This is an optimization exercise on Yosys and OpenROAD, whose aim is small area, a short achievable clock period and few clock cycles, not a production implementation. At most, simulation tests tie the RTL to the original design; equivalence was not proved. Only the layout flow was run in runs 6 and 7; the RTL was not checked for function there. Power is estimated from default activity; no workload was simulated.

<file path="flow/config.mk">
export PLATFORM = sky130hd
export DESIGN_NAME = demosaic
export DESIGN_NICKNAME = demosaic
export VERILOG_FILES = /design/flow/design.v
export SDC_FILE = /design/flow/constraint.sdc
export NUM_CORES = 4
export LEC_CHECK = 0
export CAP_MARGIN = 20
export CORE_MARGIN = 2
export CORE_UTILIZATION = 60
export PLACE_DENSITY = 0.8
export SETUP_SLACK_MARGIN = 3.0
export SLEW_MARGIN = 20
export TNS_END_PERCENT = 10
</file>
<file path="flow/constraint.sdc">
create_clock -name core_clock -period 5.0 [get_ports {clk}]
set_input_delay 1.0000 -clock core_clock [delete_from_list [all_inputs] [get_ports {clk}]]
set_output_delay 1.0000 -clock core_clock [all_outputs]
set_load 0.01 [all_outputs]
</file>
<file path="flow/design.v">
module demosaic(clk, reset, in_en, data_in, wr_r, addr_r, wdata_r, rdata_r, wr_g, addr_g, wdata_g, rdata_g, wr_b, addr_b, wdata_b, rdata_b, done);
input clk;
input reset;
input in_en;
input [7:0] data_in;
output reg wr_r;
output [13:0] addr_r;
output reg [7:0] wdata_r;
input [7:0] rdata_r;
output reg wr_g;
output reg [13:0] addr_g;
output [7:0] wdata_g;
input [7:0] rdata_g;
output reg wr_b;
output [13:0] addr_b;
output reg [7:0] wdata_b;
input [7:0] rdata_b;
output reg done;
reg        fill;
reg [6:0]  r;             
reg [7:0]  q;             
reg [3:0]  ph;            
reg        first;         
reg        second;        
reg [7:0]  rg, rx;        
reg [7:0]  xb;            
reg [9:0]  p;             
reg [8:0]  ya;            
reg [7:0]  half;          
reg [9:0]  d;             
reg [7:0]  xn;            
reg [13:0] addr_rb;
assign wdata_g = p[9:2];
assign addr_r = addr_rb;
assign addr_b = addr_rb;
wire       odd  = r[0];
wire [7:0] rv   = rx;
wire [7:0] rh   = rx;
wire [6:0] rm1 = r - 7'd1;
wire [6:0] rp1 = r + 7'd1;
wire [6:0] qc  = q[6:0];
wire [6:0] qm4 = qc - 7'd4;
wire [6:0] qm1 = qc - 7'd1;
wire [6:0] qp1 = qc + 7'd1;
wire [6:0] qp2 = qc + 7'd2;
wire       last = q[7] & (q[6:1] == 6'd1);
wire       endc = ph[2] & last & (r == 7'd127);
wire [9:0] g_sum = p + {2'b0, rg};
wire [9:0] v_sum = {1'b0, ya} + {2'b0, rv};
wire [9:0] d_sum = d + {2'b0, rv};
wire [8:0] h_sum = {1'b0, xn} + {1'b0, rh};
wire [7:0] v_wdata = ph[1] ? half : d_sum[9:2];
wire [7:0] h_wdata = h_sum[8:1];
always @(posedge clk) begin
    rg <= rdata_g;
    rx <= (odd ^ ph[3]) ? rdata_r : rdata_b;
    if (!fill || odd || ph[0]) wdata_r <= !fill ? data_in : odd ? v_wdata : h_wdata;
    if (!fill || !odd || ph[0]) wdata_b <= !fill ? data_in : odd ? h_wdata : v_wdata;
end
always @(posedge clk) begin
    if (reset) begin
        fill <= 1'b0;
        r <= 7'd0;
        q <= 8'd0;
        ph <= 4'd0;
        first <= 1'b1;
        second <= 1'b0;
        done <= 1'b0;
        wr_r <= 1'b0;
        wr_g <= 1'b0;
        wr_b <= 1'b0;
        addr_g <= 14'd0;
        addr_rb <= 14'd0;
    end else if (!fill) begin
        addr_g <= {r, qc};
        addr_rb <= {r, qc};
        p <= {data_in, 2'b00};
        wr_g <= in_en & (r[0] == qc[0]);
        wr_r <= in_en & !r[0] & qc[0];
        wr_b <= in_en & r[0] & !qc[0];
        if (in_en) begin
            q[6:0] <= qp1;
            if (qc == 7'd127) begin
                r <= rp1;
                if (r == 7'd127) begin
                    fill <= 1'b1;
                    ph <= 4'b1000;
                end
            end
        end
    end else begin
        ph <= {ph[2:0], ph[3]};
        wr_r <= 1'b0;
        wr_g <= 1'b0;
        wr_b <= 1'b0;
        if (ph[3]) addr_g <= first ? {r, qc} : {rm1, qm1};
        if (ph[0]) addr_g <= {rp1, qm1};
        if (ph[1]) begin
            addr_g <= {r, qp2};
            if (first) xb <= rg; else p <= g_sum;
        end
        if (ph[2]) begin
            addr_g <= {r, qm1};
            wr_g <= !first;
            p <= g_sum;
        end
        if (ph[3]) begin
            p <= {2'b0, xb} + {2'b0, rg};
            xb <= rg;
        end
        if (ph[3]) addr_rb <= {rm1, qc};
        if (ph[0]) begin
            addr_rb <= {rp1, qc};
            xn <= rh;
        end
        if (ph[1]) begin
            addr_rb <= {r, qm4};
            wr_r <= !first & !second;
            wr_b <= !first & !second;
            d <= v_sum;
            half <= ya[8:1];
            ya <= {1'b0, rv};
        end
        if (ph[2]) begin
            addr_rb <= {r, qm1};
            wr_r <= !first & odd;
            wr_b <= !first & !odd;
            ya <= v_sum[8:0];
            q <= last ? {7'd0, rp1[0]} : q + 8'd2;
            if (last) r <= rp1;
            first <= last;
            second <= first;
        end
        if (done || endc) begin
            wr_r <= 1'b0; wr_g <= 1'b0; wr_b <= 1'b0;
        end
        if (endc) done <= 1'b1;
    end
end
endmodule
</file>
<file path="flow/flow/run.sh">
#!/bin/bash
# The standard layout (the standard.sh, unchanged synthesis), except that
# the port buffers that global placement inserts on every input and output
# are sky130_fd_sc_hd__buf_1 rather than the default cell.
set -euo pipefail
export BUFFER_PORTS_ARGS="-buffer_cell sky130_fd_sc_hd__buf_1"
bash standard.sh finish > make_finish.log 2>&1
</file>
<file path="flow/standard.sh">
#!/bin/bash
# synth_recipe.tcl (not shown) runs the flow's synth.tcl, then flattens the netlist and writes it again
# the make line also repeats each setting of config.mk as NAME=value (left out here)
make -C /OpenROAD-flow-scripts/flow DESIGN_CONFIG=/design/flow/config.mk WORK_HOME=/design/flow/orfs CLKGATE_MAP_FILE= SYNTH_SCRIPT=/design/flow/synth_recipe.tcl "${@:-finish}"
</file>
==> results.cfg, run 1 <==
[run_status]
status = timing/DRC/antenna clean

[place]
placedCellCount = 1040
io_buffers = 104
routabilityCongestion = 0.933
dp_hpwl_um = 13400

[yosys]
synth.most_common_cell = nor2_1
ys_types = 65
synthArstFlopShare = 0
ys_ff_latch = 139
yosys_warnings = 1
yosys.area_share.simple = 0.150
synth-edff-count = 69
synthCells = 824
syn-cell-area_um2 = 7940
synthMuxAreaShare = 0.0339
synthTopCellsByCount = nor2_1 (76), dfxtp_1 (70), edfxtp_1 (69), nand2_1 (69), a21oi_1 (51)
synthFlopType = dfxtp_1
synth-seq-area-share = 0.438
syn_area_per_cell_um2 = 9.63
synthAdderAreaFrac = 0.0889
synth_top_family_by_area = compound AO/OA/AOI/OAI gates
synth_nets = 913
synth-xor-area-share = 0.0552
synth.top_cell.area_share = 0.261
synth_top_cell_by_area = edfxtp_1
synth_compound_area_frac = 0.179
synthTopCellsByArea = edfxtp_1 (26%), dfxtp_1 (18%), ha_1 (7.9%)

[timing]
rsz0062_at_grt = true
relSlewSlack = 0.379
finalSetupTns_ns = 0
fin_crit_sh = 0.439
fin_skew_ns = 0.00602
finalSetupViolCount = 0
hold_viol = 0
layout_min_cycle_time_ns = 2.20
slew_violations = 0
clock.fmax_ghz = 0.455
worst_pin_slew_ns = 0.925

[pwr]
ir_worst_vdd_mv = 0.260
p_leak_nw = 3.42
powerDensity_nw_per_um2 = 289

[cells_and_area]
final_util = 0.715
synthToLayoutAreaGrowth_pct = 17.9
nFillCells = 957
diodes = 0
layout-drive-gt1-share = 0.177
nets = 990
fin_cells = 1090

[detailed_routing]
vias_per_cell = 6.12
ant_nets = 0
vias = 6674
first_pass_iters = 7
wl_um = 20400
wire_per_inst_um = 18.7
routed-wl-met2_um = 9750
wl_met1_um = 8660
drt_iter0_markers = 727
routed-wl-met3_um = 1490
drc = 0
top_layer = met4

[clocking]
clkTransAtPathRegs_ns = 0.06
cts_sinks = 139
clock_path_buffers = 2
cts_root_buffer = clkbuf_16
cts_tree = yes
hold_buffers = 0
cts_buffers = 17
clk_latency_ns = 0.43
htreeDepth = 4

[run]
maxCapViolations = 0

[floorplanning]
start_util = 0.606
die-area_um2 = 14200
fp.dieW_um = 119
core-area_um2 = 13100
dieHeight_um = 119
row_count = 42
num_io_pins = 105

[global_routing]
grt_overflow = 0
grtUsageTotal = 0.285
antenna_found_initial = 0
grt_pass1_wl_um = 31700
grt_max_degree = 56
grt_pass1_vias = 6227

[setup_path]
path_class = flip-flop to flip-flop
arrival_ns = 2.50
crit_slowest_cell = edfxtp_1
cp-start-kind = flip-flop
critPathRequiredTime_ns = 5.30
critPathMaxStageDelay_ns = 0.42
worstPathMaxFanout = 3
worstPathCellList = ha_4 -> fa_2 -> a21o_1 -> a21oi_2 -> nor2_1 -> o31ai_2 -> mux2i_1 -> o221a_2
end_kind = flip-flop

[worst_hold_path]
hold_class = flip-flop to flip-flop
path summary, 6_finish.rpt:
check | from | endpoint | slack (ns) | cells after the start
setup / recovery | xb[0] | p[6] | 2.80 | 8
setup reg to reg | xb[0] | p[6] | 2.80 | 8
hold reg to reg | addr_g[5] | addr_g[5] | 0.45 | 2
hold / removal | addr_g[5] | addr_g[5] | 0.45 | 2
kinds of logic (layout without fill, tap and decap cells):
kind of cell | count (synthesis) | count (layout)
mux | 25 | 25
fa+ha+maj | 54 | 54
buf+inv | 90 | 180
compound gates | 217 | 217
flops | 139 | 139
simple gates | 249 | 249
xor+xnor | 50 | 50
cell usage in the layout (no fill, tap or decap), types with 17 or more instances in the layout:
cell type / netlist / final
ha_1: 50 / 40
nor3_1: 26 / 23
edfxtp_1: 69 / 69
buf_1: 7 / 103
a211oi_1: 27 / 25
buf_4: 22 / 21
dfxtp_1: 70 / 53
o21ai_0: 39 / 38
clkbuf_16: 0 / 17
xor2_1: 21 / 19
nand2_1: 69 / 66
nor2_1: 76 / 69
a21oi_1: 51 / 40
xnor2_1: 29 / 29
critical path: cells and delay by family, from the launching register on:
| kind | cells | cell delay (ns) |
|---|---|---|
| AOI/OAI and AO/OA | 4 | 0.77 |
| adders and majority gates | 2 | 0.56 |
| DFF | 1 | 0.42 |
| muxes | 1 | 0.24 |
| and+or+nand+nor | 1 | 0.08 |
sequential cells by signal (all words and copies together) (netlist names), 4 cells and up:
signal / count
addr_g: 14
addr_rb: 14
d: 10
p: 10
ya: 9
half: 8
q: 8
rg: 8
rx: 8
wdata_b: 8
wdata_r: 8
xb: 8
xn: 8
r: 7
ph: 4
power breakdown:
group          internal [mW]  total, mW  switching (mW)
sequential              1.22       1.24          0.0246
combinational          0.107      0.243           0.136
clock                  0.746       1.22           0.475
stage by stage:
step	setup WS, ns	hold slack (ns)	cell area, um^2	power, mW
2_1_floorplan	2.82	0.433	8020	1.41
3_3_place_gp	2.51	0.442	8260	1.46
3_5_place_dp	2.46	0.446	8260	1.47
4_1_cts	2.86	0.452	9170	2.70
5_1_grt	2.75	0.474	9350	2.78
6_report	2.80	0.450	9350	2.70
area by class of cell:
cell class	count	area [um^2]	area share
tap	176	220	0.0235
clock buffer	22	454	0.0486
clock inverter	10	119	0.0127
inverter	21	86.3	0.00923
multi-input combinational	595	4390	0.469
sequential	139	3510	0.375
timing repair buffer	127	576	0.0615
routing by layer:
metal	up-vias	global-route usage
met2	334	0.462
met1	3138	0.381
met4	0	0.102
li1	3152	-
met3	50	0.0560
met5	-	0
repair_timing:
action / CTS / global route
gates resized for setup: 57 / 36
pin swaps: 21 / 13
buffers inserted: 12 / 6
hold endpoints to repair: 0 / 0
endpoints found under the setup margin: 123 / 148
Testbench counts, summed over its fixed seeds: cycles 802,816.
==> run 2, diff against run 1 <==
--- a/flow/config.mk
+++ b/flow/config.mk
@@ -10,2 +10,3 @@
 export CORE_UTILIZATION = 60
+export CTS_BUF_LIST = sky130_fd_sc_hd__clkbuf_4 sky130_fd_sc_hd__clkbuf_8
 export PLACE_DENSITY = 0.8
==> results.cfg, run 2 <==
[run_status]
status = timing/DRC/antenna clean

[setup_path]
critPathRequiredTime_ns = 5.34
arrival_ns = 2.51
rrSetupSlack_ns = 2.82
cp-start-kind = flip-flop
worstPathMaxFanout = 3
path_class = flip-flop to flip-flop
end_kind = flip-flop

[detailed_routing]
first_pass_iters = 6
ant_nets = 0
drt_iter0_markers = 745
wire_per_inst_um = 18.1
vias_per_cell = 6.08
wl_um = 19700
vias = 6610
drc = 0

[global_routing]
grtUsageTotal = 0.274
antenna_found_initial = 0
grt_overflow = 0
grt_pass1_wl_um = 30600
grt_max_degree = 56
grt_pass1_vias = 6139

[cells_and_area]
final_util = 0.702
synthToLayoutAreaGrowth_pct = 15.7
largestRegisters = addr_g: 14 flops, addr_rb: 14 flops
diodes = 0
final_common_cell = buf_1
nFillCells = 972
fin_cells = 1087
nets = 987
layout-drive-gt1-share = 0.183
layout_common_cells = buf_1 (103), nor2_1 (69), edfxtp_1 (69)

[clocking]
cts_tree = yes
htreeDepth = 4
clock_path_buffers = 2
cts_root_buffer = clkbuf_8
cts_buffers = 17
hold_buffers = 0
clk_latency_ns = 0.46
cts_sinks = 139
clkTransAtPathRegs_ns = 0.08

[yosys]
synth_top_cell_by_area = edfxtp_1
synth.top_cell.area_share = 0.261
synthArstFlopShare = 0
synthFlopType = dfxtp_1
synth-edff-count = 69
synthTopCellsByCount = nor2_1 (76), dfxtp_1 (70), edfxtp_1 (69), nand2_1 (69), a21oi_1 (51)
ys_ff_latch = 139
synth.most_common_cell = nor2_1
yosys_warnings = 1
synthCells = 824
ys_types = 65
syn_area_per_cell_um2 = 9.63
synth-seq-area-share = 0.438
synthTopCellsByArea = edfxtp_1 (26%), dfxtp_1 (18%), ha_1 (7.9%)
syn-cell-area_um2 = 7940
synth_nets = 913

[floorplanning]
start_util = 0.606
num_io_pins = 105
dieHeight_um = 119
core-area_um2 = 13100
row_count = 42
fp.dieW_um = 119
die-area_um2 = 14200

[place]
placedCellCount = 1040
dp_hpwl_um = 13400
routabilityCongestion = 0.933
io_buffers = 104

[pwr]
powerDensity_nw_per_um2 = 261
p_leak_nw = 3.34
ir_worst_vdd_mv = 0.223
finalPower_mw = 2.39

[timing]
slew_violations = 0
relSlewSlack = 0.355
fin_skew_ns = 0.0167
fin_crit_sh = 0.436
worst_pin_slew_ns = 0.961
finalSetupViolCount = 0
clock.fmax_ghz = 0.459
rsz0062_at_grt = true
finalSetupTns_ns = 0
hold_viol = 0
layout_min_cycle_time_ns = 2.18

[worst_hold_path]
hold_class = flip-flop to flip-flop

[run]
maxCapViolations = 0
## run 2: worst max-delay path, cell delays in order (launching register included)
cell	delay (ns)
edfxtp_1	0.39
ha_2	0.21
fa_2	0.36
a21o_1	0.19
a21oi_2	0.16
nor2_1	0.08
o31ai_2	0.25
mux2i_1	0.23
o221a_2	0.19
## run 2: kinds of logic after synthesis
logic type | share of synthesized area
AOI/OAI and AO/OA | 0.179
xor gates and xnor gates | 0.0552
adders and majority gates | 0.0889
buffers and inverters | 0.0553
DFF | 0.438
muxes | 0.0339
and+or+nand+nor | 0.150
## run 2: final timing paths
kind	start	to	cells past startpoint
max reg2reg	xb[0]	p[6]	8
min reg2reg	addr_g[5]	addr_g[5]	2
max	xb[0]	p[6]	8
min	addr_g[5]	addr_g[5]	2
## run 2: layer usage
layer | vias up | global-route usage | part of all wire
met2 | 304 | 0.436 | 0.48
met5 | - | 0 | 0
li1 | 3146 | - | -
met1 | 3114 | 0.364 | 0.43
met3 | 46 | 0.0699 | 0.071
met4 | 0 | 0.0960 | 0.019
## run 2: layout make-up
type,count,area (um^2),area share
Clock buffer,22,278,0.0303
Clock inverter,10,119,0.0129
Inverter,21,88.8,0.00968
Multi-Input combinational cell,595,4410,0.480
Sequential cell,139,3510,0.382
Tap cell,176,220,0.0240
Timing Repair Buffer,124,558,0.0608
## run 2: through the flow
step / setup WS [ns] / cell area, um^2 / hold slack, ns
3_5_place_dp: 2.46 / 8260 / 0.446
2_1_floorplan: 2.82 / 8020 / 0.433
3_3_place_gp: 2.51 / 8260 / 0.442
5_1_grt: 2.79 / 9180 / 0.477
6_report: 2.82 / 9180 / 0.454
4_1_cts: 2.86 / 8960 / 0.455
## run 2: where the power goes
group          internal, mW  switching [mW]  total, mW
registers              1.21          0.0249       1.24
clock network         0.478           0.434      0.912
logic                 0.108           0.135      0.244
total                  1.80           0.594       2.39
## run 2: what timing repair did
action | 4_1_cts | 5_1_grt
endpoints found under the setup margin | 126 | 194
buffers inserted | 11 | 4
resized for setup | 52 | 46
pin swaps | 19 | 13
==> run 3, diff against run 2 <==
--- a/flow/config.mk
+++ b/flow/config.mk
@@ -9,5 +9,5 @@
 export CORE_MARGIN = 2
-export CORE_UTILIZATION = 60
+export CORE_UTILIZATION = 40
 export CTS_BUF_LIST = sky130_fd_sc_hd__clkbuf_4 sky130_fd_sc_hd__clkbuf_8
-export PLACE_DENSITY = 0.8
+export PLACE_DENSITY = 0.6
 export SETUP_SLACK_MARGIN = 3.0
==> results.cfg, run 3 <==
[clocking]
cts_buffers = 17
clock_path_buffers = 2
cts_tree = yes
htreeDepth = 4
clk_latency_ns = 0.46
clkTransAtPathRegs_ns = 0.09
cts_sinks = 139
cts_root_buffer = clkbuf_8
hold_buffers = 0

[setup_path]
path_class = flip-flop to flip-flop
arrival_ns = 2.38
cp-start-kind = flip-flop
endpoint = ya[6]
critical_path.startpoint = rx[0]
end_kind = flip-flop
r2r-end = ya[6]
rrSetupSlack_ns = 2.84
reg2reg_depth = 9
critPathRequiredTime_ns = 5.22
worstPathMaxFanout = 4
r2r_start = rx[0]

[timing]
relSlewSlack = 0.312
fin_crit_sh = 0.432
finalSetupViolCount = 0
holdWs_ns = 0.457
layout_min_cycle_time_ns = 2.16
clock.fmax_ghz = 0.463
rsz0062_at_grt = true
fin_skew_ns = 0.0167
hold_viol = 0
worst_pin_slew_ns = 1.03
slew_violations = 0
finalSetupTns_ns = 0

[global_routing]
antenna_found_initial = 0
grt_overflow = 0
grt_pass1_wl_um = 31200
grt_max_degree = 47
grt_pass1_vias = 5776
grtUsageTotal = 0.194

[pwr]
p_leak_nw = 3.38
powerDensity_nw_per_um2 = 265
ir_worst_vdd_mv = 0.156

[cells_and_area]
finalInstanceArea_um2 = 9350
diodes = 0
largestRegisters = addr_g: 14 flops, addr_rb: 14 flops
synthToLayoutAreaGrowth_pct = 17.8
layout-drive-gt1-share = 0.177
layout_common_cells = buf_1 (103), nor2_1 (69), edfxtp_1 (69)
nets = 990
nFillCells = 1857
final_common_cell = buf_1

[yosys]
synthTopCellsByArea = edfxtp_1 (26%), dfxtp_1 (18%), ha_1 (7.9%)
synthFlopType = dfxtp_1
synthArstFlopShare = 0
synth_top_family_by_area = compound AO/OA/AOI/OAI gates
synth-xor-area-share = 0.0552
synthCells = 824
synth-seq-area-share = 0.438
synth-edff-count = 69
synth_compound_area_frac = 0.179
yosys.area_share.simple = 0.150
ys_ff_latch = 139
yosys_warnings = 1
synth.most_common_cell = nor2_1
synth_top_cell_by_area = edfxtp_1
synth.top_cell.area_share = 0.261
ys_types = 65
syn-cell-area_um2 = 7940
synthTopCellsByCount = nor2_1 (76), dfxtp_1 (70), edfxtp_1 (69), nand2_1 (69), a21oi_1 (51)
synthMuxAreaShare = 0.0339
synthAdderAreaFrac = 0.0889
syn_area_per_cell_um2 = 9.63
synth_nets = 913

[detailed_routing]
vias_per_cell = 5.34
routed-wl-met2_um = 9120
wl_met1_um = 9820
first_pass_iters = 7
drt_iter0_markers = 519
routed-wl-met3_um = 844
vias = 6299
top_layer = met4
wire_per_inst_um = 17.1
ant_nets = 0
drc = 0
wl_um = 20100

[floorplanning]
num_io_pins = 105
core-area_um2 = 19500
row_count = 51
die-area_um2 = 21000
dieHeight_um = 145
fp.dieW_um = 145
start_util = 0.408

[place]
dpl_cell_area_um2 = 8380
routabilityCongestion = 0.875
dp_hpwl_um = 14200
io_buffers = 104

[worst_hold_path]
hold_class = flip-flop to flip-flop

[run]
maxCapViolations = 0

[run_status]
status = timing/DRC/antenna clean
==> run 3: what timing repair did <==
item,4_1_cts,5_1_grt
setup endpoints to repair,123,185
pin swaps,16,18
setup buffers,11,7
gates resized for setup,51,44
==> run 3: worst min path at each step <==
| stage | cells past startpoint | end | from |
|---|---|---|---|
| 2_1_floorplan | 0 | half[1] | ya[2] |
| 3_3_place_gp | 2 | addr_g[1] | addr_g[1] |
| 3_5_place_dp | 2 | addr_g[1] | addr_g[1] |
| 4_1_cts | 2 | addr_g[1] | addr_g[1] |
| 5_1_grt | 2 | addr_g[5] | addr_g[5] |
| 6_report | 2 | addr_g[1] | addr_g[1] |
==> run 3: critical path, stage by stage, from the launching register on <==
cell and delay [ns]:
dfxtp_4 0.38, ha_1 0.22, inv_1 0.07, fa_2 0.35, nor2b_1 0.12, o21ai_1 0.10
a21oi_2 0.21, nor2_1 0.08, xnor2_1 0.14, mux2_2 0.26
==> run 3: cell type report <==
class / instances / area [um^2] / share of cell area
Clock buffer: 17 / 234 / 0.0250
Clock inverter: 15 / 194 / 0.0207
Inverter: 21 / 83.8 / 0.00897
Multi-Input combinational cell: 595 / 4400 / 0.471
Sequential cell: 139 / 3510 / 0.375
Tap cell: 265 / 332 / 0.0355
Timing Repair Buffer: 127 / 597 / 0.0638
==> run 3: routing by layer <==
| layer | up-vias | track usage |
|---|---|---|
| met3 | 23 | 0.0365 |
| met4 | 0 | 0.0613 |
| met1 | 2960 | 0.280 |
| met5 | - | 0 |
| li1 | 3166 | - |
| met2 | 150 | 0.292 |
==> run 3: logic make-up (layout without fill, tap and decap cells) <==
group | Yosys count | in the layout
adder cells (fa/ha/maj) | 54 | 54
AND/OR/NAND/NOR | 249 | 249
flip-flops | 139 | 139
buffers and inverters | 90 | 180
multiplexers | 25 | 25
AO/OA/AOI/OAI | 217 | 217
XOR/XNOR | 50 | 50
==> run 3: metrics by stage <==
stage	instances	utilization	power [mW]	setup WS (ns)
2_1_floorplan	824	-	1.41	2.82
3_3_place_gp	1129	0.430	1.47	2.45
3_5_place_dp	1129	0.430	1.47	2.41
4_1_cts	1172	0.468	2.48	2.82
5_1_grt	1179	0.480	2.57	2.75
6_report	1179	0.480	2.48	2.84
==> run 3: power breakdown <==
part           switching (mW)  internal (mW)  total [mW]
clock                   0.457          0.543        1.00
sequential             0.0243           1.21        1.24
combinational           0.134          0.106       0.239
total                   0.615           1.86        2.48
==> run 4, diff against run 3 <==
--- a/flow/config.mk
+++ b/flow/config.mk
@@ -10,3 +10,3 @@
 export CORE_UTILIZATION = 40
-export CTS_BUF_LIST = sky130_fd_sc_hd__clkbuf_4 sky130_fd_sc_hd__clkbuf_8
+export CTS_BUF_LIST = sky130_fd_sc_hd__clkbuf_2 sky130_fd_sc_hd__clkbuf_4 sky130_fd_sc_hd__clkbuf_8
 export PLACE_DENSITY = 0.6
==> results.cfg, run 4 <==
[clocking]
cts_buffers = 17
hold_buffers = 0
cts_root_buffer = clkbuf_8
cts_sinks = 139
htreeDepth = 4
clkTransAtPathRegs_ns = 0.09
clk_latency_ns = 0.46
cts_tree = yes
clock_path_buffers = 2

[floorplanning]
die-area_um2 = 21000
row_count = 51
num_io_pins = 105
dieHeight_um = 145
start_util = 0.408
core-area_um2 = 19500
fp.dieW_um = 145

[timing]
layout_min_cycle_time_ns = 2.16
finalSetupViolCount = 0
fin_crit_sh = 0.432
holdWs_ns = 0.457
fin_ws_ns = 2.84
rsz0062_at_grt = true
relSlewSlack = 0.312
finalSetupTns_ns = 0
clock.fmax_ghz = 0.463
slew_violations = 0
hold_viol = 0
fin_skew_ns = 0.0167
worst_pin_slew_ns = 1.03

[place]
dp_hpwl_um = 14200
io_buffers = 104
dpl_cell_area_um2 = 8380
dp_slack_ns = 2.41
routabilityCongestion = 0.875

[pwr]
p_leak_nw = 3.38
clkPwrFrac = 0.404
p_comb_frac = 0.097
netSwitchingFraction = 0.248
powerDensity_nw_per_um2 = 265
seqPwrFrac = 0.500
p_sw_mw = 0.615
internal_power_mw = 1.86
ir_worst_vdd_mv = 0.156

[detailed_routing]
vias = 6299
vias_per_cell = 5.34
first_pass_iters = 7
wire_per_inst_um = 17.1
ant_nets = 0
wl_um = 20100
drt_iter0_markers = 519
drc = 0

[cells_and_area]
nets = 990
final-seq-area_um2 = 3510
final_common_cell = buf_1
nFillCells = 1857
layout_common_cells = buf_1 (103), nor2_1 (69), edfxtp_1 (69)
multiInputGateArea_um2 = 4400
final_util = 0.480
largestRegisters = addr_g: 14 flops, addr_rb: 14 flops
diodes = 0
finalInstanceArea_um2 = 9350
synthToLayoutAreaGrowth_pct = 17.8
layout-drive-gt1-share = 0.177

[yosys]
synth-xor-area-share = 0.0552
synthCells = 824
synth-edff-count = 69
synthTopCellsByArea = edfxtp_1 (26%), dfxtp_1 (18%), ha_1 (7.9%)
ys_types = 65
yosys_warnings = 1
synth_compound_area_frac = 0.179
synthAdderAreaFrac = 0.0889
synth.most_common_cell = nor2_1
syn-cell-area_um2 = 7940
synth_top_cell_by_area = edfxtp_1
synthMuxAreaShare = 0.0339
synthTopCellsByCount = nor2_1 (76), dfxtp_1 (70), edfxtp_1 (69), nand2_1 (69), a21oi_1 (51)
synth_top_family_by_area = compound AO/OA/AOI/OAI gates
synth-seq-area-share = 0.438
synth_nets = 913
yosys.area_share.simple = 0.150
synth.top_cell.area_share = 0.261
syn_area_per_cell_um2 = 9.63
ys_ff_latch = 139
synthFlopType = dfxtp_1
synthArstFlopShare = 0

[setup_path]
cp-start-kind = flip-flop
rrSetupSlack_ns = 2.84
crit_slowest_cell = dfxtp_4
end_kind = flip-flop
crit_family = adder cells
cp_num_buf_inv = 1
critical_path.startpoint = rx[0]
worstPathCellList = ha_1 -> inv_1 -> fa_2 -> nor2b_1 -> o21ai_1 -> a21oi_2 -> nor2_1 -> xnor2_1 -> mux2_2
arrival_ns = 2.38
worstPathMaxFanout = 4
r2r_start = rx[0]
path_class = flip-flop to flip-flop
critPathMaxStageDelay_ns = 0.38
critPathRequiredTime_ns = 5.22

[global_routing]
grt_overflow = 0
grt_max_degree = 47
antenna_found_initial = 0
grt_pass1_wl_um = 31200
grt_pass1_vias = 5776
grtUsageTotal = 0.194

[run]
maxCapViolations = 0

[run_status]
status = timing/DRC/antenna clean

[worst_hold_path]
hold_class = flip-flop to flip-flop
min_from = addr_g[1]
run 4: worst paths after layout:
kind / end / cells past startpoint
max: ya[6] / 9
min: addr_g[1] / 2
max reg2reg: ya[6] / 9
min reg2reg: addr_g[1] / 2
run 4: cell type report:
cell class | instances | area share
repair buffers | 127 | 0.0638
flip-flops and latches | 139 | 0.375
inverters | 21 | 0.00897
clock buffers | 17 | 0.0250
clock inverters | 15 | 0.0207
multi-input cells | 595 | 0.471
well taps | 265 | 0.0355
run 4: metal layers:
metal / routed length (um) / global-route usage / vias up
li1: - / - / 3166
met1: 9820 / 0.280 / 2960
met2: 9120 / 0.292 / 150
met3: 844 / 0.0365 / 23
met4: 327 / 0.0613 / 0
met5: 0 / 0 / -
run 4: through the flow:
step           power [mW]  cells
2_1_floorplan        1.41    824
3_3_place_gp         1.47   1129
3_5_place_dp         1.47   1129
4_1_cts              2.48   1172
5_1_grt              2.57   1179
6_report             2.48   1179
run 4: power by group through the flow:
stage / clock network, mW / registers, mW / logic [mW]
5_1_grt: 1.06 / 1.24 / 0.265
4_1_cts: 1.02 / 1.24 / 0.222
6_report: 1.00 / 1.24 / 0.239
2_1_floorplan: 0 / 1.26 / 0.156
3_5_place_dp: 0 / 1.26 / 0.207
3_3_place_gp: 0 / 1.26 / 0.204
run 4: worst min-delay path: cells and delay by family (launching register included):
kind / cells / cell delay (ns)
compound gates: 1 / 0.05
flops: 1 / 0.31
simple gates: 1 / 0.05
run 4: logic make-up after synthesis:
logic type	count (synthesis)
AND/OR/NAND/NOR	249
AO/OA/AOI/OAI	217
flip-flops	139
buffers and inverters	90
adder cells (fa/ha/maj)	54
XOR/XNOR	50
multiplexers	25
run 4: what timing repair did:
action | in CTS | in global routing
buffers inserted | 11 | 7
pin swaps | 16 | 18
resized for setup | 51 | 44
setup endpoints to repair | 123 | 185
cloned | 0 | 0
==> run 5, diff against run 4 <==
--- a/flow/config.mk
+++ b/flow/config.mk
@@ -9,5 +9,5 @@
 export CORE_MARGIN = 2
-export CORE_UTILIZATION = 40
-export CTS_BUF_LIST = sky130_fd_sc_hd__clkbuf_2 sky130_fd_sc_hd__clkbuf_4 sky130_fd_sc_hd__clkbuf_8
-export PLACE_DENSITY = 0.6
+export CORE_UTILIZATION = 70
+export CTS_BUF_LIST = sky130_fd_sc_hd__clkbuf_4
+export PLACE_DENSITY = 0.88
 export SETUP_SLACK_MARGIN = 3.0
==> results.cfg, run 5 <==
[run_status]
status = timing/DRC/antenna clean

[yosys]
ys_ff_latch = 139
synth-seq-area-share = 0.438
synth_nets = 913
synthFlopType = dfxtp_1
yosys_warnings = 1
synth_compound_area_frac = 0.179
ys_types = 65
synthArstFlopShare = 0
yosys.area_share.simple = 0.150
synth.most_common_cell = nor2_1
synthAdderAreaFrac = 0.0889
syn_area_per_cell_um2 = 9.63
synth.top_cell.area_share = 0.261
synthTopCellsByCount = nor2_1 (76), dfxtp_1 (70), edfxtp_1 (69), nand2_1 (69), a21oi_1 (51)
synthCells = 824
synthTopCellsByArea = edfxtp_1 (26%), dfxtp_1 (18%), ha_1 (7.9%)
synth-xor-area-share = 0.0552
synth_top_cell_by_area = edfxtp_1
synth_top_family_by_area = compound AO/OA/AOI/OAI gates
synth-edff-count = 69
synthMuxAreaShare = 0.0339
syn-cell-area_um2 = 7940

[clocking]
cts_sinks = 139
cts_root_buffer = clkbuf_4
clkTransAtPathRegs_ns = 0.11
clock_path_buffers = 2
clk_latency_ns = 0.58
cts_buffers = 17
htreeDepth = 4
cts_tree = yes

[setup_path]
worstPathCellList = ha_4 -> nand4_1 -> a21oi_4 -> o31a_1 -> o21a_1 -> o311ai_1 -> a21o_1
cp-start-kind = flip-flop
reg2reg_depth = 7
cp_num_buf_inv = 0
r2r-end = wdata_r[5]
critPathMaxStageDelay_ns = 0.45
path_class = flip-flop to flip-flop
r2r_start = d[2]
crit_family = compound AO/OA/AOI/OAI gates
crit_slowest_cell = edfxtp_1
critPathRequiredTime_ns = 5.34
arrival_ns = 2.64
rrSetupSlack_ns = 2.70
end_kind = flip-flop
worstPathMaxFanout = 3

[pwr]
powerDensity_nw_per_um2 = 242
p_leak_nw = 3.37
ir_worst_vdd_mv = 0.323

[detailed_routing]
drt_iter0_markers = 770
wl_um = 22000
drc = 0
ant_nets = 0
wire_per_inst_um = 20.7
first_pass_iters = 5
vias = 7041
vias_per_cell = 6.63

[timing]
worst_pin_slew_ns = 1.01
finalSetupTns_ns = 0
layout_min_cycle_time_ns = 2.30
hold_viol = 0
rsz0062_at_grt = true
fin_skew_ns = 0.0134
slew_violations = 0
clock.fmax_ghz = 0.434
fin_ws_ns = 2.70
finalSetupViolCount = 0
relSlewSlack = 0.322
fin_crit_sh = 0.461

[global_routing]
grtUsageTotal = 0.343
grt_use_met1 = 0.439
grt_util_met2 = 0.559
grt_max_degree = 44
grt_pass1_wl_um = 33900
grt_overflow = 0
grt_pass1_vias = 6790
grt_busiest_layer = met2
antenna_found_initial = 0
met3_usage = 0.0763

[floorplanning]
row_count = 38
start_util = 0.726
die-area_um2 = 12200
num_io_pins = 105
core-area_um2 = 10900
fp.dieW_um = 110
dieHeight_um = 110

[cells_and_area]
layout-drive-gt1-share = 0.195
largestRegisters = addr_g: 14 flops, addr_rb: 14 flops
multiInputGateArea_um2 = 4500
final_common_cell = buf_1
nets = 998
final-seq-area_um2 = 3510
synthToLayoutAreaGrowth_pct = 15.8
layout_common_cells = buf_1 (100), nor2_1 (69), edfxtp_1 (69)
diodes = 0
nFillCells = 603

[place]
routabilityCongestion = 0.881
dp_hpwl_um = 14100
dp_slack_ns = 2.33
io_buffers = 104

[worst_hold_path]
hold_class = flip-flop to flip-flop
min_from = addr_g[5]
hold_end = addr_g[5]
holdPathStages = 2

[run]
maxCapViolations = 0
[run 5: how the worst max path moves through the flow]
stage	start	endpoint	cells after the start
floorplan	r[0]	addr_g[13]	10
global placement	reset	xb[0]	4
detailed placement	reset	d[5]	4
CTS	ya[1]	ya[7]	7
global route	d[2]	wdata_r[5]	7
finish	d[2]	wdata_r[5]	7
[run 5: tightest hold or removal path, delay by kind of cell (launching register included)]
family	cells	cell delay, ns
and+or+nand+nor	1	0.05
AOI/OAI and AO/OA	1	0.05
DFF	1	0.33
[run 5: layout make-up]
cell class	instances	area share
Clock buffer	23	0.0188
Clock inverter	9	0.0108
Inverter	21	0.00939
Multi-Input combinational cell	595	0.490
Sequential cell	139	0.382
Tap cell	140	0.0191
Timing Repair Buffer	135	0.0705
[run 5: timing repair]
item                       CTS  global route
buffers inserted            18             8
cloned                       0             0
gates resized for setup     63            50
pin swaps                   26            23
setup endpoints to repair  179           208
hold buffers                 0             0
[run 5: routing by layer]
layer | part of all wire | wire (um) | vias to the layer above
met4 | 0.050 | 1100 | 0
met5 | 0 | 0 | -
met3 | 0.089 | 1950 | 103
met2 | 0.48 | 10500 | 445
li1 | - | - | 3175
met1 | 0.38 | 8390 | 3318
[run 5: logic make-up (layout without fill, tap and decap cells)]
family / Yosys count / in the layout
adder cells (fa/ha/maj): 54 / 54
multiplexers: 25 / 25
XOR/XNOR: 50 / 50
flip-flops: 139 / 139
AND/OR/NAND/NOR: 249 / 249
AO/OA/AOI/OAI: 217 / 217
buffers and inverters: 90 / 188
[run 5: through the flow]
stage | instances | utilization | hold slack [ns] | power (mW) | cell area (um^2)
finish | 1062 | 0.840 | 0.462 | 2.23 | 9190
global route | 1062 | 0.840 | 0.482 | 2.30 | 9190
CTS | 1054 | 0.812 | 0.464 | 2.20 | 8880
detailed placement | 1004 | 0.752 | 0.449 | 1.47 | 8220
global placement | 1004 | 0.752 | 0.443 | 1.46 | 8220
floorplan | 824 | - | 0.433 | 1.41 | 8020
[run 5: where the power goes]
part | switching (mW) | total [mW] | leakage [nW] | internal, mW
clock | 0.399 | 0.724 | 0.150 | 0.325
combinational | 0.150 | 0.266 | 1.98 | 0.116
sequential | 0.0252 | 1.24 | 1.24 | 1.21
==> run 6, diff against run 5 <==
--- a/flow/design.v
+++ b/flow/design.v
@@ -30,3 +30,3 @@
 reg [9:0]  d;             
-reg [7:0]  xn;            
+reg [7:0]  xn, xp;        
 reg [13:0] addr_rb;
@@ -50,3 +50,3 @@
 wire [9:0] d_sum = d + {2'b0, rv};
-wire [8:0] h_sum = {1'b0, xn} + {1'b0, rh};
+wire [8:0] h_sum = {1'b0, xp} + {1'b0, xn};
 wire [7:0] v_wdata = ph[1] ? half : d_sum[9:2];
@@ -56,4 +56,4 @@
     rx <= (odd ^ ph[3]) ? rdata_r : rdata_b;
-    if (!fill || odd || ph[0]) wdata_r <= !fill ? data_in : odd ? v_wdata : h_wdata;
-    if (!fill || !odd || ph[0]) wdata_b <= !fill ? data_in : odd ? h_wdata : v_wdata;
+    wdata_r <= !fill ? data_in : odd ? v_wdata : h_wdata;
+    wdata_b <= !fill ? data_in : odd ? h_wdata : v_wdata;
 end
@@ -114,2 +114,3 @@
             xn <= rh;
+            xp <= xn;
         end
--- a/flow/config.mk
+++ b/flow/config.mk
@@ -9,6 +9,5 @@
 export CORE_MARGIN = 2
-export CORE_UTILIZATION = 70
-export CTS_BUF_LIST = sky130_fd_sc_hd__clkbuf_4
-export PLACE_DENSITY = 0.88
-export SETUP_SLACK_MARGIN = 3.0
+export CORE_UTILIZATION = 40
+export PLACE_DENSITY = 0.6
+export SETUP_SLACK_MARGIN = 3.3
 export SLEW_MARGIN = 20
==> results.cfg, run 6 <==
[run_status]
status = timing/DRC/antenna clean

[pwr]
powerDensity_nw_per_um2 = 302
p_comb_frac = 0.076
internal_power_mw = 2.28
clkPwrFrac = 0.482
p_sw_mw = 0.638
finalPower_mw = 2.92
p_leak_nw = 3.56
seqPwrFrac = 0.442
ir_worst_vdd_mv = 0.206
netSwitchingFraction = 0.219

[clocking]
clkTransAtPathRegs_ns = 0.06
clock_path_buffers = 2
cts_sinks = 147
hold_buffers = 0
cts_tree = yes
cts_buffers = 17
clk_latency_ns = 0.43
cts_root_buffer = clkbuf_16
htreeDepth = 4

[detailed_routing]
vias_per_cell = 5.34
drt_iter0_markers = 534
vias = 6380
first_pass_iters = 5
ant_nets = 0
drc = 0
wire_per_inst_um = 16.4
wl_um = 19600

[yosys]
synth_compound_area_frac = 0.181
ys_ff_latch = 147
syn-cell-area_um2 = 8080
synth.top_cell.area_share = 0.227
yosys_warnings = 1
synthArstFlopShare = 0
synth.most_common_cell = dfxtp_1
synth-edff-count = 61
ys_types = 68
synthTopCellsByCount = dfxtp_1 (86), nor2_1 (76), nand2_1 (75)
synth_top_family_by_area = compound AO/OA/AOI/OAI gates
synthFlopType = dfxtp_1
synth-xor-area-share = 0.0596
synth_top_cell_by_area = edfxtp_1
synthCells = 833
yosys.area_share.simple = 0.143
syn_area_per_cell_um2 = 9.70
synth-seq-area-share = 0.440
synthMuxAreaShare = 0.0317
synthTopCellsByArea = edfxtp_1 (23%), dfxtp_1 (21%), ha_1 (7.7%)
synth_nets = 922
synthAdderAreaFrac = 0.0873

[timing]
relSlewSlack = 0.430
layout_min_cycle_time_ns = 2.51
hold_viol = 0
worst_pin_slew_ns = 0.855
fin_ws_ns = 2.49
rsz0062_at_grt = true
fin_crit_sh = 0.503
finalSetupTns_ns = 0
clock.fmax_ghz = 0.398
finalSetupViolCount = 0
slew_violations = 0
fin_skew_ns = 0.0144
holdWs_ns = 0.453

[place]
dpl_cell_area_um2 = 8520
routabilityCongestion = 0.863
dp_hpwl_um = 13700
io_buffers = 104
placedCellCount = 1143
dp_slack_ns = 2.08

[cells_and_area]
nets = 1005
final_util = 0.491
layout_common_cells = buf_1 (103), nor2_1 (74), nand2_1 (73)
synthToLayoutAreaGrowth_pct = 19.3
multiInputGateArea_um2 = 4370
final_common_cell = buf_1
nFillCells = 1869
finalInstanceArea_um2 = 9640
fin_cells = 1194
layout-drive-gt1-share = 0.183
diodes = 0
final-seq-area_um2 = 3580
largestRegisters = addr_g: 14 flops, addr_rb: 14 flops

[floorplanning]
dieHeight_um = 146
die-area_um2 = 21400
core-area_um2 = 19700
fp.dieW_um = 146
row_count = 51
start_util = 0.411
num_io_pins = 105

[global_routing]
grtUsageTotal = 0.183
grt_overflow = 0
grt_pass1_vias = 6015
grt_max_degree = 46
grt_pass1_wl_um = 31600
antenna_found_initial = 0

[run]
maxCapViolations = 0

[setup_path]
critPathRequiredTime_ns = 5.16
path_class = flip-flop to flip-flop
end_kind = flip-flop
worstPathMaxFanout = 3
rrSetupSlack_ns = 2.49
arrival_ns = 2.67
cp-start-kind = flip-flop

[worst_hold_path]
hold_class = flip-flop to flip-flop
## run 6: changes by cell type after synthesis, sizes merged, moves of 4 or more
cell and delta:
a21oi +11, a31oi -4, buf +8, clkbuf -10
dfxtp +16, edfxtp -8, nand2 +6, nor3 -4
nor3b +4, o21ai -4
## run 6: worst max-delay path, cell delays in order, from the launching register on
cell      delay (ns)
edfxtp_1        0.37
ha_2            0.20
fa_2            0.35
a21o_1          0.18
a21oi_2         0.19
o21ai_2         0.10
a311oi_2        0.26
nor3_1          0.08
or4_1           0.53
## run 6: path summary, 6_finish.rpt
check | end | depth (start not counted) | startpoint
setup / recovery | p[8] | 8 | p[0]
hold / removal | addr_g[2] | 2 | addr_g[2]
setup reg to reg | p[8] | 8 | p[0]
hold reg to reg | addr_g[2] | 2 | addr_g[2]
## run 6: cell families after synthesis
logic type	after synthesis
AOI/OAI and AO/OA	214
xor gates and xnor gates	55
adders and majority gates	54
buffers and inverters	93
DFF	147
muxes	24
and+or+nand+nor	246
## run 6: timing repair
action,CTS,global route
hold endpoints to repair,0,0
buffers inserted,10,9
setup endpoints to repair,233,220
gates resized for setup,43,60
pin swaps,5,35
## run 6: routing by layer
metal / vias up / GRT usage / part of all wire
li1: 3165 / - / -
met1: 3025 / 0.252 / 0.46
met5: - / 0 / 0
met4: 0 / 0.0500 / 0.011
met3: 15 / 0.0381 / 0.060
met2: 175 / 0.293 / 0.47
## run 6: power by group through the flow
stage / sequential [mW] / clock, mW / combinational [mW]
floorplan: 1.31 / 0 / 0.144
global placement: 1.31 / 0 / 0.189
detailed placement: 1.31 / 0 / 0.191
finish: 1.29 / 1.41 / 0.221
CTS: 1.29 / 1.44 / 0.204
global route: 1.29 / 1.48 / 0.245
## run 6: area by class of cell
| class | count | share of cell area |
|---|---|---|
| Clock buffer | 23 | 0.0485 |
| Clock inverter | 9 | 0.0184 |
| Inverter | 26 | 0.0110 |
| Multi-Input combinational cell | 593 | 0.453 |
| Sequential cell | 147 | 0.372 |
| Tap cell | 265 | 0.0344 |
| Timing Repair Buffer | 131 | 0.0632 |
==> run 7, diff against run 6 <==
--- a/flow/config.mk
+++ b/flow/config.mk
@@ -11,3 +11,3 @@
 export PLACE_DENSITY = 0.6
-export SETUP_SLACK_MARGIN = 3.3
+export SETUP_SLACK_MARGIN = 3.0
 export SLEW_MARGIN = 20
==> results.cfg, run 7 <==
[run_status]
status = timing/DRC/antenna clean

[global_routing]
grt_pass1_wl_um = 31100
grt_pass1_vias = 5802
antenna_found_initial = 0
grtUsageTotal = 0.183
grt_max_degree = 44
grt_overflow = 0

[clocking]
cts_root_buffer = clkbuf_16
cts_tree = yes
htreeDepth = 4
cts_sinks = 147
cts_buffers = 17
clk_latency_ns = 0.43
clkTransAtPathRegs_ns = 0.06
clock_path_buffers = 2

[yosys]
synthArstFlopShare = 0
synth_top_cell_by_area = edfxtp_1
synthTopCellsByArea = edfxtp_1 (23%), dfxtp_1 (21%), ha_1 (7.7%)
ys_ff_latch = 147
syn-cell-area_um2 = 8080
syn_area_per_cell_um2 = 9.70
synthCells = 833
synth.most_common_cell = dfxtp_1
yosys_warnings = 1
synth_nets = 922
synth-edff-count = 61
synthFlopType = dfxtp_1
synth-seq-area-share = 0.440
synth.top_cell.area_share = 0.227
ys_types = 68
synthTopCellsByCount = dfxtp_1 (86), nor2_1 (76), nand2_1 (75)

[detailed_routing]
vias = 6317
first_pass_iters = 8
wl_um = 19600
ant_nets = 0
vias_per_cell = 5.35
drt_iter0_markers = 389
drc = 0
wire_per_inst_um = 16.6

[place]
io_buffers = 104
dp_slack_ns = 2.29
dp_hpwl_um = 14100
routabilityCongestion = 0.931
placedCellCount = 1142
dpl_cell_area_um2 = 8510

[setup_path]
path_class = flip-flop to flip-flop
worstPathCellList = ha_2 -> fa_2 -> a21o_1 -> a21oi_2 -> o21ai_2 -> a311oi_2 -> nor3_1 -> or4_1
cp-start-kind = flip-flop
worstPathMaxFanout = 3
crit_family = compound AO/OA/AOI/OAI gates
crit_slowest_cell = or4_1
critPathRequiredTime_ns = 5.16
critPathMaxStageDelay_ns = 0.52
arrival_ns = 2.64
end_kind = flip-flop
cp_num_buf_inv = 0

[floorplanning]
row_count = 51
start_util = 0.411
fp.dieW_um = 146
num_io_pins = 105
core-area_um2 = 19700
die-area_um2 = 21400
dieHeight_um = 146

[cells_and_area]
finalInstanceArea_um2 = 9470
synthToLayoutAreaGrowth_pct = 17.1
nets = 992
fin_cells = 1181
final_common_cell = buf_1
largestRegisters = addr_g: 14 flops, addr_rb: 14 flops
layout-drive-gt1-share = 0.160
diodes = 0
layout_common_cells = buf_1 (103), nor2_1 (75), nand2_1 (74)

[pwr]
finalPower_mw = 2.80
ir_worst_vdd_mv = 0.199
powerDensity_nw_per_um2 = 296
p_leak_nw = 3.46

[timing]
fin_crit_sh = 0.496
fin_ws_ns = 2.52
finalSetupTns_ns = 0
worst_pin_slew_ns = 0.995
finalSetupViolCount = 0
clock.fmax_ghz = 0.404
slew_violations = 0
fin_skew_ns = 0.00992
rsz0062_at_grt = true
relSlewSlack = 0.332
layout_min_cycle_time_ns = 2.48
hold_viol = 0

[run]
maxCapViolations = 0

[worst_hold_path]
hold_class = flip-flop to flip-flop
-- run 7: what timing repair did --
action,CTS,global route
pin swaps,2,21
hold buffers,0,0
buffers inserted,4,3
gates resized for setup,36,48
endpoints found under the setup margin,157,136
-- run 7: cell families (layout without fill, tap and decap cells) --
group	count (synthesis)	after routing	share of synthesized area
AO/OA/AOI/OAI	214	214	0.181
multiplexers	24	24	0.0317
adder cells (fa/ha/maj)	54	54	0.0873
buffers and inverters	93	176	0.0579
XOR/XNOR	55	55	0.0596
flip-flops	147	147	0.440
AND/OR/NAND/NOR	246	246	0.143
-- run 7: stage by stage --
stage                     utilization  hold WS [ns]
after floorplan                     -         0.433
after global placement          0.433         0.448
after detailed placement        0.433         0.450
after CTS                       0.470         0.463
after global routing            0.482         0.477
final                           0.482         0.458
-- run 7: power by group --
part           internal [mW]  switching [mW]
logic                 0.0898           0.120
clock network          0.748           0.553
registers               1.27          0.0210
-- run 7: per-layer routing --
metal  vias up  wire, um  global-route usage
met2       187      8890               0.275
li1       3142         -                   -
met1      2959      9390               0.264
met5         -         0                   0
met4         0       341              0.0689
met3        29      1030              0.0300
-- run 7: layout make-up --
class                      count  area [um^2]
fill                        1887        10200
multi-input combinational    593         4330
sequential                   147         3580
timing repair buffer         118          520
clock buffer                  17          425
tap                          265          332
clock inverter                15          170
inverter                      26          103
-- run 7: worst reg2reg max path: stages, from the launching register on --
cell	delay, ns
edfxtp_1	0.37
ha_2	0.20
fa_2	0.35
a21o_1	0.17
a21oi_2	0.18
o21ai_2	0.10
a311oi_2	0.25
nor3_1	0.08
or4_1	0.52
-- run 7: path summary, 6_finish.rpt --
kind | startpoint | endpoint | slack, ns | cells after the start
max | p[0] | p[8] | 2.52 | 8
min | addr_g[1] | addr_g[1] | 0.46 | 2
max reg2reg | p[0] | p[8] | 2.52 | 8
min reg2reg | addr_g[1] | addr_g[1] | 0.46 | 2
==> run 8, diff against run 7 <==
--- a/flow/design.v
+++ b/flow/design.v
@@ -30,3 +30,4 @@
 reg [9:0]  d;             
-reg [7:0]  xn, xp;        
+reg [7:0]  xn;            
+reg [7:0]  hv;            
 reg [13:0] addr_rb;
@@ -50,5 +51,9 @@
 wire [9:0] d_sum = d + {2'b0, rv};
-wire [8:0] h_sum = {1'b0, xp} + {1'b0, xn};
-wire [7:0] v_wdata = ph[1] ? half : d_sum[9:2];
-wire [7:0] h_wdata = h_sum[8:1];
+wire [8:0] h_sum = {1'b0, xn} + {1'b0, rh};
+wire       s_in = !fill;
+wire       s_d  = fill & ph[2];
+wire       s_hr = fill & !ph[2] & odd;    
+wire       s_hb = fill & !ph[2] & !odd;   
+wire [7:0] nd_r = ({8{s_in}} & data_in) | ({8{s_hr}} & half) | ({8{s_hb}} & hv);
+wire [7:0] nd_b = ({8{s_in}} & data_in) | ({8{s_hb}} & half) | ({8{s_hr}} & hv);
 always @(posedge clk) begin
@@ -56,4 +61,4 @@
     rx <= (odd ^ ph[3]) ? rdata_r : rdata_b;
-    wdata_r <= !fill ? data_in : odd ? v_wdata : h_wdata;
-    wdata_b <= !fill ? data_in : odd ? h_wdata : v_wdata;
+    wdata_r <= nd_r | ({8{s_d}} & d_sum[9:2]);
+    wdata_b <= nd_b | ({8{s_d}} & d_sum[9:2]);
 end
@@ -114,3 +119,3 @@
             xn <= rh;
-            xp <= xn;
+            hv <= h_sum[8:1];
         end
==> results.cfg, run 8 <==
[yosys]
synthAdderAreaFrac = 0.0850
ys_types = 79
synth_compound_area_frac = 0.188
synth.most_common_cell = dfxtp_1
synth-edff-count = 61
synthTopCellsByArea = edfxtp_1 (22%), dfxtp_1 (21%), ha_1 (7.5%)
yosys_warnings = 1
yosys.area_share.simple = 0.142
synthFlopType = dfxtp_1
synth_top_cell_by_area = edfxtp_1
synth_top_family_by_area = compound AO/OA/AOI/OAI gates
synthArstFlopShare = 0
synth_nets = 918
synth-xor-area-share = 0.0507
synthMuxAreaShare = 0.0496
syn_area_per_cell_um2 = 10.0
synth-seq-area-share = 0.428
synthTopCellsByCount = dfxtp_1 (86), nor2_1 (78), edfxtp_1 (61)
ys_ff_latch = 147
syn-cell-area_um2 = 8300
synth.top_cell.area_share = 0.221
synthCells = 829

[timing]
fin_skew_ns = 0.00953
slew_violations = 0
layout_min_cycle_time_ns = 2.09
hold_viol = 0
clock.fmax_ghz = 0.479
rsz0062_at_grt = true
finalSetupTns_ns = 0
finalSetupViolCount = 0
worst_pin_slew_ns = 1.17
relSlewSlack = 0.213
fin_crit_sh = 0.418

[pwr]
powerDensity_nw_per_um2 = 286
p_leak_nw = 3.43
finalPower_mw = 2.78
p_comb_frac = 0.083
ir_worst_vdd_mv = 0.205
netSwitchingFraction = 0.240
internal_power_mw = 2.11
seqPwrFrac = 0.467
p_sw_mw = 0.667
clkPwrFrac = 0.451

[detailed_routing]
drt_iter0_markers = 675
vias = 6586
ant_nets = 0
wl_um = 21200
vias_per_cell = 5.53
drc = 0
wire_per_inst_um = 17.8
first_pass_iters = 5

[cells_and_area]
final_util = 0.478
layout_common_cells = buf_1 (103), nor2_1 (75), dfxtp_1 (71)
largestRegisters = addr_g: 14 flops, addr_rb: 14 flops
synthToLayoutAreaGrowth_pct = 16.9
diodes = 0
final_common_cell = buf_1
nets = 997
finalInstanceArea_um2 = 9700
layout-drive-gt1-share = 0.172

[floorplanning]
num_io_pins = 105
start_util = 0.409
fp.dieW_um = 148
die-area_um2 = 21900
row_count = 52
core-area_um2 = 20300
dieHeight_um = 148

[global_routing]
grtUsageTotal = 0.196
grt_pass1_vias = 6266
antenna_found_initial = 0
grt_pass1_wl_um = 33700
grt_overflow = 0
grt_max_degree = 50

[clocking]
cts_tree = yes
cts_buffers = 17
hold_buffers = 0
clk_latency_ns = 0.43
htreeDepth = 4
clkTransAtPathRegs_ns = 0.06
clock_path_buffers = 2
cts_sinks = 147
cts_root_buffer = clkbuf_16

[setup_path]
worstPathMaxFanout = 3
arrival_ns = 2.26
critPathRequiredTime_ns = 5.18
end_kind = flip-flop
path_class = flip-flop to flip-flop
cp-start-kind = flip-flop

[place]
io_buffers = 104
dp_hpwl_um = 14800
routabilityCongestion = 0.867
dpl_cell_area_um2 = 8700

[run]
maxCapViolations = 0

[worst_hold_path]
hold_class = flip-flop to flip-flop

[run_status]
status = timing/DRC/antenna clean
[run 8: changes by cell type after synthesis, moves of 8 or more]
cell,previous run,this run
a21oi_1,61,48
clkbuf_1,25,16
nand2_1,75,55
o211ai_1,5,13
mux2i_1,11,22
o21ai_1,1,9
[run 8: cells by family (layout without fill, tap and decap cells)]
| kind of cell | after synthesis | in the layout |
|---|---|---|
| and+or+nand+nor | 235 | 236 |
| muxes | 39 | 39 |
| xor gates and xnor gates | 48 | 48 |
| DFF | 147 | 147 |
| adders and majority gates | 54 | 54 |
| AOI/OAI and AO/OA | 221 | 221 |
| buffers and inverters | 85 | 176 |
[run 8: path summary, 6_finish.rpt]
kind / slack [ns] / depth (start not counted) / endpoint / startpoint
max: 2.91 / 7 / p[4] / p[0]
min: 0.45 / 2 / addr_g[1] / addr_g[1]
max reg2reg: 2.91 / 7 / p[4] / p[0]
min reg2reg: 0.45 / 2 / addr_g[1] / addr_g[1]
[run 8: metrics by stage]
step,setup slack [ns],std cells,hold WS [ns]
floorplan,2.96,829,0.433
global placement,2.35,1142,0.442
detailed placement,2.26,1142,0.446
CTS,2.92,1184,0.453
global route,2.80,1191,0.484
finish,2.91,1191,0.455
[run 8: layout make-up]
| type | instances | area, um^2 |
|---|---|---|
| Clock buffer | 21 | 440 |
| Clock inverter | 11 | 129 |
| Fill cell | 1919 | 10600 |
| Inverter | 19 | 77.6 |
| Multi-Input combinational cell | 598 | 4540 |
| Sequential cell | 147 | 3580 |
| Tap cell | 270 | 338 |
| Timing Repair Buffer | 125 | 594 |
[run 8: routing by layer]
metal	vias up	GRT usage	part of all wire
met4	0	0.0714	0.024
met1	3182	0.268	0.47
li1	3222	-	-
met3	28	0.0410	0.045
met5	-	0	0
met2	154	0.306	0.46
[run 8: power groups by stage]
stage                     Sequential (mW)  Clock [mW]  Combinational, mW
after floorplan                      1.31           0              0.157
after global placement               1.32           0              0.207
after detailed placement             1.32           0              0.210
after CTS                            1.30        1.27              0.219
after global routing                 1.30        1.33              0.257
final                                1.30        1.25              0.230
[run 8: worst max-delay path, stage by stage (launching register included)]
cell      delay [ns]
edfxtp_1        0.42
ha_4            0.21
fa_2            0.39
a21o_1          0.17
a21oi_1         0.18
xor2_1          0.18
o221ai_1        0.15
o21a_1          0.15
[run 8: timing repair]
| item | in CTS | in global routing |
|---|---|---|
| pin swaps | 3 | 20 |
| setup buffers | 8 | 7 |
| cloned | 2 | 0 |
| resized for setup | 43 | 32 |
| setup endpoints to repair | 141 | 105 |
Testbench counts of run 8, summed over its fixed seeds: cycles 802,816.
==> run 9, diff against run 8 <==
--- a/flow/config.mk
+++ b/flow/config.mk
@@ -10,2 +10,3 @@
 export CORE_UTILIZATION = 40
+export CTS_BUF_LIST = sky130_fd_sc_hd__clkbuf_4 sky130_fd_sc_hd__clkbuf_8
 export PLACE_DENSITY = 0.6
==> results.cfg, run 9 <==
[place]
dp_slack_ns = 2.26
dp_hpwl_um = 14800
routabilityCongestion = 0.867
dpl_cell_area_um2 = 8700
io_buffers = 104

[yosys]
syn-cell-area_um2 = 8300
ys_ff_latch = 147
synthFlopType = dfxtp_1
synth_nets = 918
synth_top_cell_by_area = edfxtp_1
synth.most_common_cell = dfxtp_1
synthTopCellsByCount = dfxtp_1 (86), nor2_1 (78), edfxtp_1 (61)
ys_types = 79
synthTopCellsByArea = edfxtp_1 (22%), dfxtp_1 (21%), ha_1 (7.5%)
synth-seq-area-share = 0.428
synth-edff-count = 61
yosys_warnings = 1
synth.top_cell.area_share = 0.221
synthArstFlopShare = 0
syn_area_per_cell_um2 = 10.0
synthCells = 829

[cells_and_area]
largestRegisters = addr_g: 14 flops, addr_rb: 14 flops
layout_common_cells = buf_1 (102), nor2_1 (74), dfxtp_1 (69)
final_util = 0.470
diodes = 0
synthToLayoutAreaGrowth_pct = 14.9
finalInstanceArea_um2 = 9540
nFillCells = 1946
layout-drive-gt1-share = 0.182
final_common_cell = buf_1
nets = 1000

[pwr]
powerDensity_nw_per_um2 = 259
ir_worst_vdd_mv = 0.140
p_leak_nw = 3.37

[floorplanning]
die-area_um2 = 21900
fp.dieW_um = 148
row_count = 52
core-area_um2 = 20300
start_util = 0.409
num_io_pins = 105
dieHeight_um = 148

[global_routing]
grt_overflow = 0
grt_max_degree = 50
antenna_found_initial = 0
grt_pass1_vias = 6251
grt_pass1_wl_um = 33500
grtUsageTotal = 0.195

[timing]
relSlewSlack = 0.268
clock.fmax_ghz = 0.477
hold_viol = 0
layout_min_cycle_time_ns = 2.10
rsz0062_at_grt = true
fin_crit_sh = 0.419
worst_pin_slew_ns = 1.09
fin_ws_ns = 2.90
finalSetupViolCount = 0
finalSetupTns_ns = 0
fin_skew_ns = 0.0119
slew_violations = 0

[worst_hold_path]
min_from = addr_g[1]
holdPathStages = 2
hold_class = flip-flop to flip-flop

[run]
maxCapViolations = 0

[detailed_routing]
vias = 6540
drc = 0
vias_per_cell = 5.48
first_pass_iters = 5
ant_nets = 0
wl_um = 21200
wire_per_inst_um = 17.7
drt_iter0_markers = 616

[clocking]
cts_root_buffer = clkbuf_8
clock_path_buffers = 2
clk_latency_ns = 0.46
cts_sinks = 147
htreeDepth = 4
cts_tree = yes
cts_buffers = 17
clkTransAtPathRegs_ns = 0.08

[setup_path]
arrival_ns = 2.31
reg2reg_depth = 7
path_class = flip-flop to flip-flop
end_kind = flip-flop
cp-start-kind = flip-flop
critical_path.startpoint = p[0]
r2r_start = p[0]
critPathRequiredTime_ns = 5.21
worstPathMaxFanout = 3

[run_status]
status = timing/DRC/antenna clean
-- run 9: power breakdown --
| group | internal, mW | switching (mW) | leakage, nW |
|---|---|---|---|
| Clock | 0.468 | 0.475 | 0.195 |
| Combinational | 0.107 | 0.130 | 1.90 |
| Sequential | 1.27 | 0.0232 | 1.28 |
-- run 9: per-layer routing --
| metal | vias up | routed length [um] | GRT usage |
|---|---|---|---|
| li1 | 3225 | - | - |
| met4 | 0 | 444 | 0.0671 |
| met5 | - | 0 | 0 |
| met2 | 165 | 9860 | 0.308 |
| met1 | 3123 | 9940 | 0.267 |
| met3 | 27 | 923 | 0.0398 |
-- run 9: through the flow --
| stage | std cells | total power [mW] | hold slack [ns] |
|---|---|---|---|
| global placement | 1142 | 1.53 | 0.442 |
| floorplan | 829 | 1.47 | 0.433 |
| global route | 1194 | 2.57 | 0.488 |
| CTS | 1188 | 2.48 | 0.457 |
| finish | 1194 | 2.47 | 0.456 |
| detailed placement | 1142 | 1.53 | 0.446 |
-- run 9: what timing repair did --
item / CTS / global route
gates resized for setup: 50 / 30
setup endpoints to repair: 166 / 133
hold buffers: 0 / 0
setup buffers: 12 / 6
pin swaps: 5 / 15
gates cloned: 2 / 0
-- run 9: cells by family (layout without fill, tap and decap cells) --
group | count (synthesis) | in the layout | synth area share
adder cells (fa/ha/maj) | 54 | 54 | 0.0850
flip-flops | 147 | 147 | 0.428
buffers and inverters | 85 | 179 | 0.0564
XOR/XNOR | 48 | 48 | 0.0507
multiplexers | 39 | 39 | 0.0496
AND/OR/NAND/NOR | 235 | 236 | 0.142
AO/OA/AOI/OAI | 221 | 221 | 0.188
-- run 9: layout make-up --
cell class                      instances  area [um^2]  share of cell area
Multi-Input combinational cell        598         4530               0.475
Clock inverter                         11          129              0.0135
Tap cell                              270          338              0.0354
Sequential cell                       147         3580               0.376
Clock buffer                           21          264              0.0277
Timing Repair Buffer                  128          614              0.0644
Inverter                               19         73.8             0.00774
-- run 9: worst paths after layout --
path | to | slack, ns
setup / recovery | p[4] | 2.90
hold / removal | addr_g[1] | 0.46
setup reg to reg | p[4] | 2.90
hold reg to reg | addr_g[1] | 0.46
-- run 9: critical path, stage by stage (launching register included) --
cell and delay [ns]:
edfxtp_1 0.43, ha_4 0.21, fa_2 0.39, a21o_1 0.17, a21oi_1 0.17, xor2_1 0.18
o221ai_1 0.16, o21a_1 0.15
==> run 10, diff against run 9 <==
--- a/flow/config.mk
+++ b/flow/config.mk
@@ -12,3 +12,3 @@
 export PLACE_DENSITY = 0.6
-export SETUP_SLACK_MARGIN = 3.0
+export SETUP_SLACK_MARGIN = 2.9
 export SLEW_MARGIN = 20
==> results.cfg, run 10 <==
[yosys]
syn_area_per_cell_um2 = 10.0
synth_compound_area_frac = 0.188
synthTopCellsByArea = edfxtp_1 (22%), dfxtp_1 (21%), ha_1 (7.5%)
synth.top_cell.area_share = 0.221
synthAdderAreaFrac = 0.0850
synth-edff-count = 61
yosys_warnings = 1
synth_top_cell_by_area = edfxtp_1
synthFlopType = dfxtp_1
synthTopCellsByCount = dfxtp_1 (86), nor2_1 (78), edfxtp_1 (61)
yosys.area_share.simple = 0.142
ys_types = 79
synthCells = 829
ys_ff_latch = 147
synthMuxAreaShare = 0.0496
syn-cell-area_um2 = 8300
synth-xor-area-share = 0.0507
synth_top_family_by_area = compound AO/OA/AOI/OAI gates
synthArstFlopShare = 0
synth-seq-area-share = 0.428
synth.most_common_cell = dfxtp_1
synth_nets = 918

[setup_path]
worstPathCellList = ha_4 -> a21oi_4 -> a21oi_2 -> o31a_1 -> or3_1 -> a311o_1
critPathMaxStageDelay_ns = 0.43
crit_slowest_cell = edfxtp_1
worstPathMaxFanout = 4
path_class = flip-flop to flip-flop
cp_num_buf_inv = 0
crit_family = compound AO/OA/AOI/OAI gates
end_kind = flip-flop
arrival_ns = 2.47
cp-start-kind = flip-flop
critPathRequiredTime_ns = 5.34

[cells_and_area]
final_common_cell = buf_1
diodes = 0
largestRegisters = addr_g: 14 flops, addr_rb: 14 flops
synthToLayoutAreaGrowth_pct = 13.6
layout_common_cells = buf_1 (103), nor2_1 (78), dfxtp_1 (70)
nFillCells = 1952
nets = 996
final_util = 0.465
layout-drive-gt1-share = 0.158

[place]
io_buffers = 104
dp_slack_ns = 2.38
routabilityCongestion = 0.839
dp_hpwl_um = 14500

[global_routing]
grt_pass1_vias = 5963
antenna_found_initial = 0
grt_max_degree = 50
grtUsageTotal = 0.186
grt_overflow = 0
grt_pass1_wl_um = 32000

[timing]
relSlewSlack = 0.304
hold_viol = 0
finalSetupTns_ns = 0
fin_crit_sh = 0.427
rsz0062_at_grt = true
finalSetupViolCount = 0
layout_min_cycle_time_ns = 2.14
fin_ws_ns = 2.86
clock.fmax_ghz = 0.468
worst_pin_slew_ns = 1.03
slew_violations = 0
fin_skew_ns = 0.0149

[clocking]
clk_latency_ns = 0.46
cts_root_buffer = clkbuf_8
clkTransAtPathRegs_ns = 0.09
cts_tree = yes
htreeDepth = 4
cts_sinks = 147
cts_buffers = 17
clock_path_buffers = 2

[floorplanning]
core-area_um2 = 20300
start_util = 0.409
die-area_um2 = 21900
row_count = 52
num_io_pins = 105
dieHeight_um = 148
fp.dieW_um = 148

[run]
maxCapViolations = 0

[detailed_routing]
first_pass_iters = 6
wl_um = 20900
vias = 6502
vias_per_cell = 5.46
drt_iter0_markers = 555
drc = 0
wire_per_inst_um = 17.6
ant_nets = 0

[pwr]
powerDensity_nw_per_um2 = 257
ir_worst_vdd_mv = 0.130
p_leak_nw = 3.35
finalPower_mw = 2.42

[worst_hold_path]
hold_class = flip-flop to flip-flop

[run_status]
status = timing/DRC/antenna clean
==> run 10: power by group <==
group | internal (mW) | total (mW) | switching [mW]
sequential | 1.27 | 1.29 | 0.0234
clock | 0.413 | 0.906 | 0.493
combinational | 0.0974 | 0.223 | 0.126
==> run 10: worst paths after layout <==
check / cells after the start / start / slack [ns] / to
worst max-delay path: 6 / d[2] / 2.86 / wdata_r[5]
worst min register to register: 0 / ya[7] / 0.46 / half[6]
worst min-delay path: 0 / ya[7] / 0.46 / half[6]
worst max register to register: 6 / d[2] / 2.86 / wdata_r[5]
==> run 10: what timing repair did <==
item                                    in CTS  in global routing
endpoints found under the setup margin      64                101
hold buffers                                 0                  0
gates cloned                                 1                  2
resized for setup                           17                 49
setup buffers                                0                 13
pin swaps                                    2                 15
==> run 10: cell type report <==
cell class | count | area (um^2) | share of cell area
multi-input combinational | 598 | 4460 | 0.472
tap | 270 | 338 | 0.0358
sequential | 147 | 3580 | 0.380
clock buffer | 19 | 249 | 0.0264
clock inverter | 13 | 125 | 0.0133
inverter | 19 | 80.1 | 0.00849
timing repair buffer | 124 | 602 | 0.0638
==> run 10: stage by stage <==
| step | hold slack, ns | std cells | instance area [um^2] |
|---|---|---|---|
| floorplan | 0.433 | 829 | 8310 |
| detailed placement | 0.453 | 1142 | 8690 |
| global route | 0.478 | 1190 | 9430 |
| CTS | 0.465 | 1175 | 9120 |
| finish | 0.464 | 1190 | 9430 |
| global placement | 0.448 | 1142 | 8680 |
==> run 10: cells by family after synthesis <==
family / count (synthesis)
buffers and inverters: 85
AND/OR/NAND/NOR: 235
XOR/XNOR: 48
multiplexers: 39
adder cells (fa/ha/maj): 54
AO/OA/AOI/OAI: 221
flip-flops: 147
==> run 10: per-layer routing <==
| layer | track usage | up-vias | wire [um] |
|---|---|---|---|
| met3 | 0.0380 | 21 | 902 |
| met4 | 0.0533 | 0 | 322 |
| met5 | 0 | - | 0 |
| li1 | - | 3217 | - |
| met1 | 0.265 | 3108 | 10000 |
| met2 | 0.285 | 156 | 9630 |
==> run 10: worst reg2reg max path, delay by kind of cell (launching register included) <==
family	cells	cell delay (ns)
compound gates	4	0.95
flops	1	0.43
simple gates	1	0.34
fa+ha+maj	1	0.29
